Source: an optimization exercise on an open RTL-to-GDS flow (aim: small area and a short achievable clock period). Production flows keep margins and buffers that such runs may drop.
For this run, only the layout was checked, not whether the RTL still works.
Power figures rest on the tool's default switching activity, not on a simulated workload.

<file path="config.mk">
export PLATFORM = sky130hd
export DESIGN_NAME = ARMSIM
export DESIGN_NICKNAME = ARMSIM
export VERILOG_FILES = /design/flow/design.v
export SDC_FILE = /design/flow/constraint.sdc
export NUM_CORES = 4
export LEC_CHECK = 0
export CAP_MARGIN = 20
export CORE_MARGIN = 2
export CORE_UTILIZATION = 40
export SETUP_SLACK_MARGIN = 0.5
export SLEW_MARGIN = 20
</file>
<file path="constraint.sdc">
create_clock -name core_clock -period 25.0 [get_ports {CLOCK_50}]
set_input_delay 5.0000 -clock core_clock [delete_from_list [all_inputs] [get_ports {CLOCK_50}]]
set_output_delay 5.0000 -clock core_clock [all_outputs]
set_load 0.01 [all_outputs]
</file>
<file path="design.v">
module Adder (
	input [31:0] in_1, in_2, 
	output[31:0] out
);
  assign out = in_1 + in_2;
endmodule
module MUX(
	input[31:0] in_1, in_2, 
	input select, 
	output[31:0] out
);
  assign out = select ? in_2 : in_1;
endmodule
module Register (
	input clk, rst, write_en, 
	input[31:0] reg_in, 
	output reg[31:0] reg_out
);
  always @ (posedge clk) begin
    if (rst == 1) reg_out <= 0;
    else if (write_en) reg_out <= reg_in;
  end
endmodule
module NegRegister (
	input clk, rst, write_en, 
	input[31:0] reg_in, 
	output reg[31:0] reg_out
);
  always @ (negedge clk) begin
    if (rst == 1) reg_out <= 0;
    else if (write_en) reg_out <= reg_in;
  end
endmodule
module RegisterFile (
  input clk, rst, writeBackEn,
  input [3:0] src1, src2, Dest_wb,
  input [31:0] Result_WB,
  output [31:0] reg1, reg2
  );
  reg [31:0] registerMemory [0:15];
  integer i;
  always @ (negedge clk) begin
    if (rst) begin
      for (i = 0; i < 16; i = i + 1)
        registerMemory[i] <= i[31:0];
	    end
    else if (writeBackEn) registerMemory[Dest_wb] <= Result_WB;
  end
  assign reg1 = (registerMemory[src1]);
  assign reg2 = (registerMemory[src2]);
endmodule
module ConditionCheck (
    input[3:0] cond, 
    input[3:0] nzcv,
    output reg condOut
  );
  always @ ( * ) begin
    case (cond)
        4'b0000: begin   
            if(nzcv[2] == 1)  condOut = 1;
            else condOut = 0; 
        end
        4'b0001: begin  
            if(nzcv[2] == 0)  condOut = 1;
            else condOut = 0; 
        end
        4'b0010: begin  
            if(nzcv[1] == 1)  condOut = 1;
            else condOut = 0; 
        end 
        4'b0011: begin  
            if(nzcv[1] == 0)  condOut = 1;
            else condOut = 0; 
        end 
        4'b0100: begin  
            if(nzcv[3] == 1)  condOut = 1;
            else condOut = 0; 
        end 
        4'b0101: begin  
            if(nzcv[3] == 0)  condOut = 1;
            else condOut = 0; 
        end 
        4'b0110: begin  
            if(nzcv[0] == 1)  condOut = 1;
            else condOut = 0; 
        end 
        4'b0111: begin  
            if(nzcv[0] == 0)  condOut = 1;
            else condOut = 0; 
        end 
        4'b1000: begin  
            if(nzcv[1] == 1 && nzcv[2] == 0)  condOut = 1;
            else condOut = 0; 
        end 
        4'b1001: begin  
            if(nzcv[1] == 0 && nzcv[2] == 1)  condOut = 1;
            else condOut = 0; 
        end 
        4'b1010: begin  
            if(nzcv[3] == nzcv[0])  condOut = 1;
            else condOut = 0; 
        end 
        4'b1011: begin  
            if(nzcv[3] != nzcv[0])  condOut = 1;
            else condOut = 0; 
        end 
        4'b1100: begin  
            if(nzcv[2] == 0 && nzcv[3] == nzcv[0])  condOut = 1;
            else condOut = 0; 
        end 
        4'b1101: begin  
            if(nzcv[2] == 0 || nzcv[3] != nzcv[0])  condOut = 1;
            else condOut = 0; 
        end 
        4'b1110: begin  
            condOut = 1;  
        end 
        4'b1111: begin  
            condOut = 1;
        end
    endcase
  end
endmodule
module ControlUnit (
    input S,
    input [1:0] mode,
    input [3:0] opCode,
    output reg B,
    output reg [3:0] ExecuteCommand,
    output reg S_out, WB_Enable, mem_read, mem_write
  );
  always @ ( * ) begin
    {B, ExecuteCommand, S_out, WB_Enable, mem_read, mem_write} <= 0;
    case (mode)
      2'b00: begin
        S_out <= S;
        case (opCode)
          4'b1101: begin ExecuteCommand <= 4'b1101; WB_Enable <= 1; end
          4'b1111: begin ExecuteCommand <= 4'b1111; WB_Enable <= 1; end
          4'b0100:  begin ExecuteCommand <= 4'b0100;  WB_Enable <= 1; end
          4'b0101: begin ExecuteCommand <= 4'b0101; WB_Enable <= 1; end
          4'b0010: begin ExecuteCommand <= 4'b0010; WB_Enable <= 1; end
          4'b0110: begin ExecuteCommand <= 4'b0110; WB_Enable <= 1; end
          4'b0000: begin ExecuteCommand <= 4'b0000; WB_Enable <= 1; end
          4'b1100: begin ExecuteCommand <= 4'b1100; WB_Enable <= 1; end
          4'b0001: begin ExecuteCommand <= 4'b0001; WB_Enable <= 1; end
          4'b1010: begin ExecuteCommand <= 4'b1010; WB_Enable <= 0; end
          4'b1000: begin ExecuteCommand <= 4'b1000; WB_Enable <= 0; end
      endcase
      end
      2'b01: begin
        case (opCode)
          4'b0100: begin 
            ExecuteCommand <= S ? 4'b0100 : 4'b0100; 
            mem_write <= ~S; 
            WB_Enable <= S;  
            mem_read <= S;
          end
        endcase
      end
      2'b10: begin 
        case (opCode)
          4'b0111: begin ExecuteCommand <= 4'b0000; B <= 1; end
        endcase
      end
    endcase
  end
endmodule
module ALU (
  input [31:0] val1, val2,
  input C,
  input [3:0] exe_cmd,
  output reg[31:0] alu_out,
  output reg[3:0] nzcv
);
  parameter N = 32;
  always @ ( * ) begin
    nzcv = 4'b0;
    case (exe_cmd)
      4'b1101: alu_out = val2;
      4'b1111: alu_out = ~val2;
      4'b0100: begin
        {nzcv[1], alu_out} = val1 + val2;  
        nzcv[0] = ~(val1[N-1]^val2[N-1]) & (val1[N-1]^alu_out[N-1]);
      end
      4'b0101: begin
        {nzcv[1], alu_out} = val1 + val2 + C;  
        nzcv[0] = ~(val1[N-1]^val2[N-1]) & (val1[N-1]^alu_out[N-1]);
      end
      4'b0010: begin
        {nzcv[1], alu_out} = val1 - val2;  
        nzcv[0] = (val1[N-1]^val2[N-1]) & (val1[N-1]^alu_out[N-1]);
      end
      4'b0110: begin
        {nzcv[1], alu_out} = val1 - val2 + C - 1;  
        nzcv[0] = (val1[N-1]^val2[N-1]) & (val1[N-1]^alu_out[N-1]);
      end 
      4'b0000: alu_out = val1 & val2;
      4'b1100: alu_out = val1 | val2;
      4'b0001: alu_out = val1 ^ val2;
      4'b1010: begin
        {nzcv[1], alu_out} = val1 - val2;  
        nzcv[0] = (val1[N-1]^val2[N-1]) & (val1[N-1]^alu_out[N-1]);
      end
      4'b1000: alu_out = val1 & val2;
      4'b0100: {nzcv[1], alu_out} = val1 + val2;
      4'b0100: {nzcv[1], alu_out} = val1 + val2;
      default: alu_out = 0;
    endcase
    nzcv[3] = alu_out[31];
    nzcv[2] = (alu_out == 0);
  end
endmodule
module Val2Generate (
	input[31:0] val_rm,
	input[11:0] shift_operand,
	input los, imm,
	output[31:0] val2
);
	assign val2 = los ? {20'b0, shift_operand} :
				  imm ? {{{24'b0, shift_operand[7:0]},{24'b0, shift_operand[7:0]}} >> {{4'b0000, shift_operand[11:8]} << 1}} :
				  shift_operand[6:5] == 2'b00 ? val_rm << shift_operand[11:7]  :
				  shift_operand[6:5] == 2'b01 ? val_rm >> shift_operand[11:7]  :
				  shift_operand[6:5] == 2'b10 ? val_rm >>> shift_operand[11:7]  :
				  shift_operand[6:5] == 2'b11 ? {val_rm[0], val_rm[30:0]} :
				  32'd0;
endmodule
module ForwardingUnit(
	input [3:0] EX_Rn_in,
	input [3:0] EX_Rm_in,
	input [3:0] MEM_Rd_in,
	input [3:0] WB_Rd_in,
	input WB_EN_MEM,
	input WB_EN_WB,
	input fu_EN,
	output reg [1:0] src1_sel,
	output reg [1:0] src2_sel
);
  always @(*) begin
  		if (~fu_EN) begin
  			src1_sel <= 2'b00;
  		end else if ((WB_EN_WB == 1'b1) &&
				(WB_Rd_in === EX_Rn_in)) begin
			src1_sel <= 2'b01;
		end else if ((WB_EN_MEM == 1'b1) && (MEM_Rd_in === EX_Rn_in)) begin
			src1_sel <= 2'b10;
		end else begin
			src1_sel <= 2'b00;
		end
		if (~fu_EN) begin
  			src2_sel <= 2'b00;
  		end else if ((WB_EN_WB == 1'b1) &&
				(WB_Rd_in === EX_Rm_in)) begin
			src2_sel <= 2'b01;
		end else if ((WB_EN_MEM == 1'b1) && (MEM_Rd_in === EX_Rm_in)) begin
			src2_sel <= 2'b10;
		end else begin
			src2_sel <= 2'b00;
		end
  end
endmodule
module Forward_ALU_Mux(
  input [31:0] reg_ex_in,
  input [31:0] reg_wb_in,
  input [31:0] reg_mem_in,
  input [1:0] forward_control_in,
  output reg [31:0] reg_out
);
	always @(*) begin
		case (forward_control_in)
        2'b01 : reg_out <= reg_wb_in;
        2'b10 : reg_out <= reg_mem_in;
        default : reg_out <= reg_ex_in;
      endcase
	end
endmodule
module HazardDetectionUnit(
	  input [3:0] src1, src2,
	  input [3:0] Exe_Dest, Mem_Dest,
	  input Exe_WB_EN, Mem_WB_EN, is_imm, is_str, 
    input MEM_R_EN_EXE, 
    input fu_EN, 
	  output hazard_detected
  );
  wire src2_is_valid, exe_has_hazard, mem_has_hazard, hazard;
  assign src2_is_valid =  (~is_imm) || is_str;
  assign exe_has_hazard = fu_EN 
                          ?  MEM_R_EN_EXE && (Exe_Dest == src1 || Exe_Dest == src2)
                          : Exe_WB_EN && (src1 == Exe_Dest || (src2_is_valid && src2 == Exe_Dest));
  assign mem_has_hazard = fu_EN ? 1'b0 : Mem_WB_EN && (src1 == Mem_Dest || (src2_is_valid && src2 == Mem_Dest));
  assign hazard = (exe_has_hazard || mem_has_hazard);
  assign hazard_detected = hazard;
endmodule
module IF_Stage (
	input clk, rst, freeze, branch_taken,
	input[31:0] branch_addr,
	input[31:0] imem_data,
	output[31:0] imem_addr,
	output[31:0] pc, instruction
);
	wire[31:0] mux_out, pc_out;
	Register pcReg (
		.clk(clk),
		.rst(rst),
		.write_en(~freeze),
		.reg_in(mux_out),
		.reg_out(pc_out)
	);
	MUX ifMux (
		.in_1(pc),
		.in_2(branch_addr),
		.select(branch_taken),
		.out(mux_out)
	);
	Adder pcInc (
		.in_1(pc_out),
		.in_2(32'd1),
		.out(pc)
	);
	assign imem_addr = pc_out;
	assign instruction = imem_data;
endmodule
module IF_Stage_Reg (
	input clk, rst, freeze, flush,
	input[31:0] pc_in, instuction_in,
	output reg [31:0] pc, instruction
);
	always @ (posedge clk) begin
		if (rst) begin
			pc <= 0;
			instruction <= 0;
		end
		else begin
			if (~freeze) begin
				if (flush) begin
					instruction <= 0;
					pc <= 0;
				end
				else begin
					instruction <= instuction_in;
					pc <= pc_in;
				end
			end
		end
	end
endmodule
module ID_Stage(
	input clk, rst,
	input[31:0] instruction,
	input[31:0] result_wb,
	input write_back_in,
	input[3:0] dest_wb,
	input[3:0] sr,
	input hazard,
	output wb_en, mem_r_en, mem_w_en, b, s,
	output[3:0] exe_cmd,
	output[31:0] val_rn, val_rm,
	output imm,
	output[11:0] shift_operand,
	output[23:0] signed_imm_24,
	output[3:0] dest, src2,
	output is_str
);
	assign src2 = (instruction[24:21] == 4'b0100 && instruction[27:26] == 2'b01) 
		? instruction[15:12] 
		: (imm == 1'b0 && instruction[4] == 0) 
			? instruction[3:0] 
			: 4'b0;
	RegisterFile registerFile (
	  .clk(clk),
	  .rst(rst),
	  .writeBackEn(write_back_in),
	  .src1(instruction[19:16]),
	  .src2(src2),
	  .Dest_wb(dest_wb),
	  .Result_WB(result_wb),
	  .reg1(val_rn),
	  .reg2(val_rm)
  	);
	wire w_condOut;
  	ConditionCheck condtionCheck (
	    .cond(instruction[31:28]), 
	    .nzcv(sr),
	    .condOut(w_condOut)
  	);
	wire w_s, w_b, w_mem_w_en, w_mem_r_en, w_wb_en;
	wire [3:0] w_exe_cmd;
  	ControlUnit controlUnit (
	    .S(instruction[20]),
	    .mode(instruction[27:26]),
	    .opCode(instruction[24:21]),
	    .S_out(w_s),
	    .B(w_b),
	    .ExecuteCommand(w_exe_cmd),
	    .mem_write(w_mem_w_en),
	    .mem_read(w_mem_r_en),
	    .WB_Enable(w_wb_en)
  	);
  	assign {s, b, mem_w_en, mem_r_en, wb_en, exe_cmd} = (~w_condOut || hazard) ? 9'd0 : {w_s, w_b, w_mem_w_en, w_mem_r_en, w_wb_en, w_exe_cmd};
  	assign is_str = w_mem_w_en & w_condOut;
  	assign {imm, signed_imm_24, shift_operand, dest} = {instruction[25], instruction[23:0], instruction[11:0], instruction[15:12]};
endmodule
module ID_Stage_Reg(
	input clk, rst, flush,
	input[31:0] pc_in,
	input wb_en_in, mem_r_en_in, mem_w_en_in, 
	input b_in, s_in,
	input[3:0] exe_cmd_in,
	input[31:0] val_rn_in, val_rm_in,
	input[3:0] src1_in, src2_in,
	input imm_in,
	input[11:0] shift_operand_in,
	input[23:0] signed_imm_24_in,
	input[3:0] dest_in,
	input[3:0] sr_in,
	output reg wb_en, mem_r_en, mem_w_en, 
	output reg b, s,
	output reg[3:0] exe_cmd,
	output reg[31:0] val_rn, val_rm,
	output reg[3:0] src1_out, src2_out,
	output reg imm,
	output reg[11:0] shift_operand,
	output reg[23:0] signed_imm_24,
	output reg[3:0] dest,
	output reg[31:0] pc,
	output reg[3:0] sr
);
	always @ (posedge clk) begin
		if (rst) begin
	  		{wb_en, mem_r_en, mem_w_en, b, s, exe_cmd, val_rn, val_rm, imm, shift_operand, signed_imm_24, pc, sr, src1_out, src2_out} <= 0;
	  		dest <= 4'b1111;
		end
		else begin
			if (flush) begin
				wb_en <= 0;
				mem_r_en <= 0;
				mem_w_en <= 0;
				b <= 0;
				s <= 0;
				exe_cmd <= 0;
				val_rn <= 0;
				val_rm <= 0;
				imm <= 0;
				shift_operand <= 0;
				signed_imm_24 <= 0;
				dest <= 0;
				pc <= 0;
				sr <= 0;
				src1_out <= 0;
				src2_out <= 0;
			end
			else begin
				wb_en <= wb_en_in;
				mem_r_en <= mem_r_en_in;
				mem_w_en <= mem_w_en_in;
				b <= b_in;
				s <= s_in;
				exe_cmd <= exe_cmd_in;
				val_rn <= val_rn_in;
				val_rm <= val_rm_in;
				imm <= imm_in;
				shift_operand <= shift_operand_in;
				signed_imm_24 <= signed_imm_24_in;
				dest <= dest_in;
				pc <= pc_in;
				sr <= sr_in;
				src1_out <= src1_in;
				src2_out <= src2_in;
			end
		end
	end
endmodule
module EXEC_Stage (
	input clk,
	input[31:0] pc_in,
	input[3:0] exe_cmd,
	input mem_r_en, mem_w_en,
	input[31:0] val_rn, val_rm,
	input imm,
	input[11:0] shift_operand,
	input[23:0] signed_imm_24,
	input[3:0] sr,
	input[1:0] src1_sel, src2_sel,
	input[31:0] wb_value, mem_alu_res,
	output[31:0] alu_result, br_addr, val_rm_out,
	output[3:0] status
);
	wire [31:0] alu_1_wire;
	wire[31:0] val2;
	Val2Generate val2_gen (
		.val_rm(val_rm_out),
		.shift_operand(shift_operand),
		.los(mem_r_en | mem_w_en),
		.imm(imm),
		.val2(val2)
	);
	Adder adder (
		.in_1(pc_in),
		.in_2({{8{signed_imm_24[23]}}, signed_imm_24}),
		.out(br_addr)
	);
	ALU alu (
		.val1(alu_1_wire),
		.val2(val2),
		.C(sr[1]),
		.exe_cmd(exe_cmd),
		.alu_out(alu_result),
		.nzcv(status)
	);
	Forward_ALU_Mux lal1 (
		.reg_ex_in(val_rn), 
		.reg_wb_in(wb_value), 
		.reg_mem_in(mem_alu_res), 
		.forward_control_in(src1_sel), 
		.reg_out(alu_1_wire)
	);
	Forward_ALU_Mux lal2 (
		.reg_ex_in(val_rm), 
		.reg_wb_in(wb_value), 
		.reg_mem_in(mem_alu_res), 
		.forward_control_in(src2_sel), 
		.reg_out(val_rm_out)
	);
endmodule
module EXEC_Stage_Reg (
	input clk, rst,
	input wb_en_in, mem_r_en_in, mem_w_en_in,
	input[31:0] alu_result_in, st_val_in,
	input[3:0] dest_in,
	output reg wb_en, mem_r_en, mem_w_en,
	output reg[31:0] alu_result, st_val,
	output reg[3:0] dest
);
	always @ (posedge clk) begin
	    if (rst) begin
	      {wb_en, mem_r_en, mem_w_en, alu_result, st_val, dest} <= 0;
	    end
	    else begin
   			wb_en <= wb_en_in; 
   			mem_r_en <= mem_r_en_in; 
   			mem_w_en <= mem_w_en_in; 
   			alu_result <= alu_result_in; 
   			st_val <= st_val_in; 
   			dest <= dest_in; 
	    end
	end
endmodule
module MEM_Stage (
	input clk, rst, mem_read, mem_write,
	input[31:0] address, data,
	input[31:0] dmem_rdata,
	output[31:0] mem_result
);
	assign mem_result = (mem_read == 1) ? dmem_rdata : 0;
endmodule
module MEM_Stage_Reg (
	input clk, rst, wb_en_in, mem_r_en_in,
	input[31:0] alu_result_in, mem_read_value_in,
	input[3:0] dest_in,
	output reg wb_en, mem_r_en,
	output reg[31:0] alu_result, mem_read_value,
	output reg[3:0] dest
);
	always @ (posedge clk) begin
	    if (rst) begin
	      {wb_en, mem_r_en, alu_result, mem_read_value, dest} <= 0;
	    end
	    else begin
   			wb_en <= wb_en_in;
   			mem_r_en <= mem_r_en_in;
   			alu_result <= alu_result_in;
   			mem_read_value <= mem_read_value_in;
   			dest <= dest_in;
	    end
	end
endmodule
module WB_Stage (
	input[31:0] alu_result, mem_result,
	input mem_r_en,
	output[31:0] out
);
	assign out = (mem_r_en == 0) ? alu_result : mem_result;
endmodule
module ARMSIM(
	input CLOCK_50, rst, fu_EN,
	output[31:0] imem_addr,
	input[31:0] imem_data,
	output dmem_r_en, dmem_w_en,
	output[31:0] dmem_addr, dmem_wdata,
	input[31:0] dmem_rdata,
	output wb_en,
	output[3:0] wb_dest,
	output[31:0] wb_data
);
	wire[31:0] if_pc_out, if_instruction_out;
	wire[31:0] ifreg_instruction_out;
	wire[31:0] ifreg_pc_out;
	wire id_wb_en_out, id_mem_r_en_out, id_mem_w_en_out, id_b_out, id_s_out;
	wire[3:0] id_exe_cmd_out;
	wire[31:0] id_val_rn_out, id_val_rm_out;
	wire id_imm_out;
	wire[11:0] id_shift_operand_out;
	wire[23:0] id_signed_imm_24_out;
	wire[3:0] id_dest_out, id_src2_out;
	wire id_is_str_out;
	wire idreg_wb_en_out, idreg_mem_r_en_out, idreg_mem_w_en_out;
	wire idreg_b_out, idreg_s_out;
	wire[3:0] idreg_exe_cmd_out;
	wire[31:0] idreg_val_rn_out, idreg_val_rm_out;
	wire idreg_imm_out;
	wire[11:0] idreg_shift_operand_out;
	wire[23:0] idreg_signed_imm_24_out;
	wire[3:0] idreg_dest_out;
  	wire[31:0] idreg_pc_out;
  	wire[3:0] idreg_sr_out;
  	wire[3:0] idreg_src1_out, idreg_src2_out;
  	wire[31:0] exec_alu_result_out, exec_br_addr_out, exec_val_rm_out;
 	wire[3:0] exec_status_out;
 	wire execreg_wb_en_out, execreg_mem_r_en_out, execreg_mem_w_en_out;
	wire[31:0] execreg_alu_result_out, execreg_st_val_out;
	wire[3:0] execreg_dest_out;
	wire[31:0] mem_result_out;
	wire memreg_wb_en_out, memreg_mem_r_en_out;
	wire[31:0] memreg_alu_result_out, memreg_mem_read_value_out;
	wire[3:0] memreg_dest_out;
	wire[31:0] wb_out;
	wire[31:0] status_reg_out;
	wire[1:0] fu_src1_sel_out, fu_src2_sel_out;
	wire hazard_detected;
	HazardDetectionUnit hdu(
		.src1(ifreg_instruction_out[19:16]),
		.src2(id_src2_out),
		.Exe_Dest(idreg_dest_out),
		.Mem_Dest(execreg_dest_out),
		.Exe_WB_EN(idreg_wb_en_out),
		.Mem_WB_EN(execreg_wb_en_out),
		.is_imm(ifreg_instruction_out[25]),
		.MEM_R_EN_EXE(idreg_mem_r_en_out),
		.fu_EN(fu_EN), 
		.is_str(id_is_str_out),
 		.hazard_detected(hazard_detected)
	);
	ForwardingUnit fu (
		.EX_Rn_in(idreg_src1_out),
		.EX_Rm_in(idreg_src2_out),
		.MEM_Rd_in(execreg_dest_out),
		.WB_Rd_in(memreg_dest_out),
		.WB_EN_MEM(execreg_wb_en_out),
		.WB_EN_WB(memreg_wb_en_out),
		.fu_EN(fu_EN),
		.src1_sel(fu_src1_sel_out),
		.src2_sel(fu_src2_sel_out)
	);
	IF_Stage ifStage (
		.clk(CLOCK_50),
		.rst(rst),
		.freeze(hazard_detected),
		.branch_taken(idreg_b_out),
		.branch_addr(exec_br_addr_out),
		.imem_data(imem_data),
		.imem_addr(imem_addr),
		.pc(if_pc_out),
		.instruction(if_instruction_out)
	);
	IF_Stage_Reg ifStageReg (
		.clk(CLOCK_50),
		.rst(rst),
		.freeze(hazard_detected),
		.flush(idreg_b_out),
		.pc_in(if_pc_out),
		.instuction_in(if_instruction_out),
		.pc(ifreg_pc_out),
		.instruction(ifreg_instruction_out)
	);
	ID_Stage idStage (
		.clk(CLOCK_50), 
		.rst(rst),
		.instruction(ifreg_instruction_out),
		.result_wb(wb_out),
		.write_back_in(memreg_wb_en_out),
		.dest_wb(memreg_dest_out),
		.sr(status_reg_out[31:28]),
		.hazard(hazard_detected),
		.wb_en(id_wb_en_out),
		.mem_r_en(id_mem_r_en_out),
		.mem_w_en(id_mem_w_en_out),
		.b(id_b_out),
		.s(id_s_out),
		.exe_cmd(id_exe_cmd_out),
		.val_rn(id_val_rn_out),
		.val_rm(id_val_rm_out),
		.imm(id_imm_out),
		.shift_operand(id_shift_operand_out),
		.signed_imm_24(id_signed_imm_24_out),
		.dest(id_dest_out),
		.src2(id_src2_out),
		.is_str(id_is_str_out)
	);
	ID_Stage_Reg idStageReg (
		.clk(CLOCK_50),
		.rst(rst),
		.flush(idreg_b_out),
		.pc_in(ifreg_pc_out),
		.wb_en_in(id_wb_en_out),
		.mem_r_en_in(id_mem_r_en_out),
		.mem_w_en_in(id_mem_w_en_out), 
		.b_in(id_b_out),
		.s_in(id_s_out),
		.exe_cmd_in(id_exe_cmd_out),
		.val_rn_in(id_val_rn_out),
		.val_rm_in(id_val_rm_out),
		.imm_in(id_imm_out),
		.shift_operand_in(id_shift_operand_out),
		.signed_imm_24_in(id_signed_imm_24_out),
		.dest_in(id_dest_out),
		.sr_in(status_reg_out[31:28]),
		.src1_in(ifreg_instruction_out[19:16]),
		.src2_in(id_src2_out),
		.wb_en(idreg_wb_en_out), 
		.b(idreg_b_out),
		.s(idreg_s_out),
		.exe_cmd(idreg_exe_cmd_out),
		.val_rn(idreg_val_rn_out), 
		.val_rm(idreg_val_rm_out),
		.mem_r_en(idreg_mem_r_en_out), 
		.mem_w_en(idreg_mem_w_en_out), 
		.imm(idreg_imm_out),
		.shift_operand(idreg_shift_operand_out),
		.signed_imm_24(idreg_signed_imm_24_out),
		.dest(idreg_dest_out),
		.pc(idreg_pc_out),
		.sr(idreg_sr_out),
		.src1_out(idreg_src1_out),
		.src2_out(idreg_src2_out)
	);
	NegRegister statusReg (
		.clk(CLOCK_50),
		.rst(rst),
		.write_en(idreg_s_out),
		.reg_in({exec_status_out, 28'b0}), 
		.reg_out(status_reg_out)
	);
	EXEC_Stage execStage (
		.clk(CLOCK_50),
		.pc_in(idreg_pc_out),
		.exe_cmd(idreg_exe_cmd_out),
		.val_rn(idreg_val_rn_out),
		.val_rm(idreg_val_rm_out),
		.mem_r_en(idreg_mem_r_en_out),
		.mem_w_en(idreg_mem_w_en_out),
		.imm(idreg_imm_out),
		.shift_operand(idreg_shift_operand_out),
		.signed_imm_24(idreg_signed_imm_24_out),
		.sr(idreg_sr_out),
		.src1_sel(fu_src1_sel_out),
		.src2_sel(fu_src2_sel_out),
		.wb_value(wb_out),
		.mem_alu_res(execreg_alu_result_out),
		.alu_result(exec_alu_result_out),
		.val_rm_out(exec_val_rm_out),
		.br_addr(exec_br_addr_out),
		.status(exec_status_out)
	);
	EXEC_Stage_Reg execStageReg (
		.clk(CLOCK_50),
		.rst(rst),
		.wb_en_in(idreg_wb_en_out),
		.mem_r_en_in(idreg_mem_r_en_out),
		.mem_w_en_in(idreg_mem_w_en_out),
		.alu_result_in(exec_alu_result_out),
		.st_val_in(exec_val_rm_out),
		.dest_in(idreg_dest_out),
		.wb_en(execreg_wb_en_out),
		.mem_r_en(execreg_mem_r_en_out),
		.mem_w_en(execreg_mem_w_en_out),
		.alu_result(execreg_alu_result_out),
		.st_val(execreg_st_val_out),
		.dest(execreg_dest_out)
	);
	MEM_Stage memStage (
		.clk(CLOCK_50), 
		.rst(rst),
		.mem_read(execreg_mem_r_en_out), 
		.mem_write(execreg_mem_w_en_out),
		.address(execreg_alu_result_out), 
		.data(execreg_st_val_out),
		.dmem_rdata(dmem_rdata),
		.mem_result(mem_result_out)
	);
	MEM_Stage_Reg memStageReg (
		.clk(CLOCK_50), 
		.rst(rst), 
		.wb_en_in(execreg_wb_en_out), 
		.mem_r_en_in(execreg_mem_r_en_out),
		.alu_result_in(execreg_alu_result_out), 
		.mem_read_value_in(mem_result_out),
		.dest_in(execreg_dest_out),
		.wb_en(memreg_wb_en_out), 
		.mem_r_en(memreg_mem_r_en_out),
		.alu_result(memreg_alu_result_out), 
		.mem_read_value(memreg_mem_read_value_out),
		.dest(memreg_dest_out)
	);
	WB_Stage wbStage (
		.alu_result(memreg_alu_result_out), 
		.mem_result(memreg_mem_read_value_out),
		.mem_r_en(memreg_mem_r_en_out),
		.out(wb_out)
	);
	assign dmem_r_en = execreg_mem_r_en_out;
	assign dmem_w_en = execreg_mem_w_en_out;
	assign dmem_addr = execreg_alu_result_out;
	assign dmem_wdata = execreg_st_val_out;
	assign wb_en = memreg_wb_en_out;
	assign wb_dest = memreg_dest_out;
	assign wb_data = wb_out;
endmodule
</file>
<file path="run.sh">
#!/bin/bash
# synth_recipe.tcl (not shown) runs the flow's synth.tcl, then flattens the netlist and writes it again
# the make line also repeats each setting of config.mk as NAME=value (left out here)
make -C /OpenROAD-flow-scripts/flow DESIGN_CONFIG=/design/flow/config.mk WORK_HOME=/design/flow/orfs CLKGATE_MAP_FILE= SYNTH_SCRIPT=/design/flow/synth_recipe.tcl finish
</file>
==> summary.txt <==
[timing repair]
item	4_1_cts	5_1_grt
cloned	0	7
pin swaps	10	98
endpoints found under the setup margin	4	4
gates resized for setup	68	201
buffers inserted	5	48
[layer usage]
| layer | vias to the layer above | track usage, % |
|---|---|---|
| li1 | 25042 | - |
| met1 | 28103 | 50.6 |
| met2 | 3496 | 59.4 |
| met3 | 837 | 7.07 |
| met4 | 18 | 22.4 |
| met5 | - | 0 |
[worst reg2reg max path, delay by kind of cell, from the launching register on]
family	cells	cell delay [ps]
AND/OR/NAND/NOR	8	2550
flip-flops	1	710
AO/OA/AOI/OAI	11	2070
buffers and inverters	8	1820
multiplexers	2	1300
adder cells (fa/ha/maj)	1	310
[kinds of logic after synthesis]
kind of cell | share of synthesized area (%)
fa+ha+maj | 3.08
mux | 9.46
flops | 41.3
buf+inv | 4.90
simple gates | 21.7
xor+xnor | 2.81
compound gates | 16.7
[stage by stage]
step                      setup TNS (ps)  setup WS [ps]  total power [mW]  util [%]  hold slack, ps
after global placement             -2720           -735              3.15      47.4             434
final                                  0            758              5.06      52.8             449
after global routing                   0            554              5.25      52.8             468
after floorplan                        0            639              2.43         -             430
after detailed placement           -2910           -798              3.15      47.4             439
after CTS                              0            502              4.95      51.6             450
[worst paths after layout]
path,endpoint,slack (ps),cells after the start,from
max,statusReg.reg_out[30],760,35,fu_EN
min,idStageReg.pc[24],450,1,ifStageReg.pc[24]
max reg2reg,statusReg.reg_out[30],3640,30,memStageReg.mem_r_en
min reg2reg,idStageReg.pc[24],450,1,ifStageReg.pc[24]
[final cells by class]
class | count | share of cell area, %
antenna | 2 | 0.00688
clock buffer | 125 | 3.80
clock inverter | 573 | 3.65
inverter | 180 | 0.934
multi-input combinational | 4558 | 43.5
sequential | 892 | 31.6
tap | 1794 | 3.09
timing repair buffer | 1185 | 13.4
[cell usage in the layout (no fill, tap or decap), types with 49 or more instances in the layout]
master	netlist	layout
a211oi_1	70	52
a21oi_1	233	220
a311oi_1	86	79
a31oi_1	100	96
and2_1	149	147
and3_1	112	109
buf_4	14	947
clkbuf_16	0	111
clkdlybuf4s50_1	0	199
dfxtp_1	380	368
edfxtp_1	512	512
ha_1	132	122
inv_1	175	692
mux2i_1	98	60
mux4_2	183	183
nand2_1	787	759
nand3_1	272	264
nor2_1	901	887
nor2b_1	71	67
nor3_1	131	120
o211ai_1	49	49
o21ai_0	163	147
o22ai_1	96	90
xnor2_1	121	111
xor2_1	54	53
[sequential cells by signal, summed over array words and instances, names as in the netlist, 21 cells and up]
register,flops
idStage.registerFile.registerMemory,512
execStageReg.alu_result,32
execStageReg.st_val,32
idStageReg.pc,32
idStageReg.val_rm,32
idStageReg.val_rn,32
ifStage.pcReg.reg_out,32
ifStageReg.instruction,32
ifStageReg.pc,32
memStageReg.alu_result,32
memStageReg.mem_read_value,32
idStageReg.signed_imm_24,21
[power by group through the flow]
stage / combinational (mW) / clock, mW / sequential [mW]
final: 1.48 / 1.91 / 1.68
after global routing: 1.55 / 2.03 / 1.68
after CTS: 1.36 / 1.92 / 1.67
after detailed placement: 1.33 / 0.122 / 1.70
after global placement: 1.33 / 0.122 / 1.69
after floorplan: 0.640 / 0.122 / 1.66
==> flow_metrics.tcl <==
set metrics [dict create \
    status "finished clean" \
    wl_met3_mm 27.1 \
    hold_class "reg2reg" \
    met1_length_mm 112 \
    port_buffers 201 \
    synthFlopType "edfxtp_1" \
    worstPathRequired_ps 13110 \
    ioPinCount 202 \
    track_usage_pct 38.5 \
    final-setup-viol-count 0 \
    antenna_found_initial 25 \
    yosysTopAreaCellShare_pct 27.6 \
    htreeDepth 3 \
    drcViolationCount 0 \
    final_hold_viol_count 0 \
    die_area_um2 142000 \
    swShare_pct 35.5 \
    ctsHoldBuffers 0 \
    multi_input_area_um2 31600 \
    dpl.cell_count 8547 \
    die_x_um 377 \
    pwr-share-comb_pct 29.2 \
    cpMostUsedCell "buf_4" \
    nFillCells 12783 \
    critPathLaunchType "primary input" \
    critPathMaxStageDelay_ps 620 \
    synth.largest_area_cell "edfxtp_1" \
    synthTopCellsByCount "nor2_1 (901), nand2_1 (787), edfxtp_1 (512)" \
    arrival_ps 12350 \
    highest_layer "met5" \
    cts_made_buffers 100 \
    avgSynthCellArea_um2 9.07 \
    wl_met2_mm 125 \
    avgViaCountPerCell 6.18 \
    ys_ff_latch 892 \
    async_flop_share_pct 0 \
    place_area_um2 65300 \
    rsz0062_at_grt "false" \
    overflow 0 \
    switchingPower_mw 1.80 \
    drv_cap 0 \
    synth_most_common_cell "nor2_1" \
    dr.first_iter.drc_count 7353 \
    p_leak_nw 29.5 \
    via_count 57496 \
    regArea_um2 23000 \
    syn_nets 6333 \
    synth-seq-area-share_pct 41.3 \
    root_buffer "clkbuf_16" \
    synth_area_um2 55600 \
    grt_pass1_wl_mm 394 \
    synth_cell_types 113 \
    max_slew.worst_pin.slew_ps 1290 \
    start_util_pct 40.4 \
    placementRows 136 \
    clock_skew_ps 58.3 \
    cts_tree "built" \
    power-per-cell-area_nw_per_um2 69.6 \
    path_class "in2reg" \
    wire_per_inst_um 30.4 \
    nNetsFinal 7635 \
    grt_pass1_vias 55466 \
    drive_above_1_share_pct 22.7 \
    cpLargestDelayFamily "compound AO/OA/AOI/OAI gates" \
    synth_edf_count 512 \
    path_max_fanout 14 \
    ir_worst_vdd_mv 0.0710 \
    clkPwrFrac_pct 37.7 \
    hpwl_mm 200 \
    critPathSlowestCell "or4b_4" \
    clock_latency_ps 770 \
    finalNonFillerCells 9309 \
    drt_pass1_iterations 6 \
    slew_headroom_pct 13.7 \
    numClockSinks 892 \
    area_delta_synth_final_pct 30.8 \
    die_h_um 377 \
    grt_max_degree 139 \
    intPower_mw 3.26 \
    end_kind "flop" \
    synthCells 6131 \
    p_seq_share_pct 33.1 \
    yosysWarnings 12 \
    path_clk_slew_ps 60 \
    drtAntennaViolNets 0 \
    drv_slew 0 \
    post-route-cell-area_um2 72700 \
    synth_area_leaders "edfxtp_1 (28%), dfxtp_1 (14%), mux4_2 (7.4%)" \
    clockBufferDepth 3 \
    core_um2 138000 \
    routed_wirelength_mm 283 \
    gp_congestion 1.09 \
    worst-path-buf-inv 11 \
]
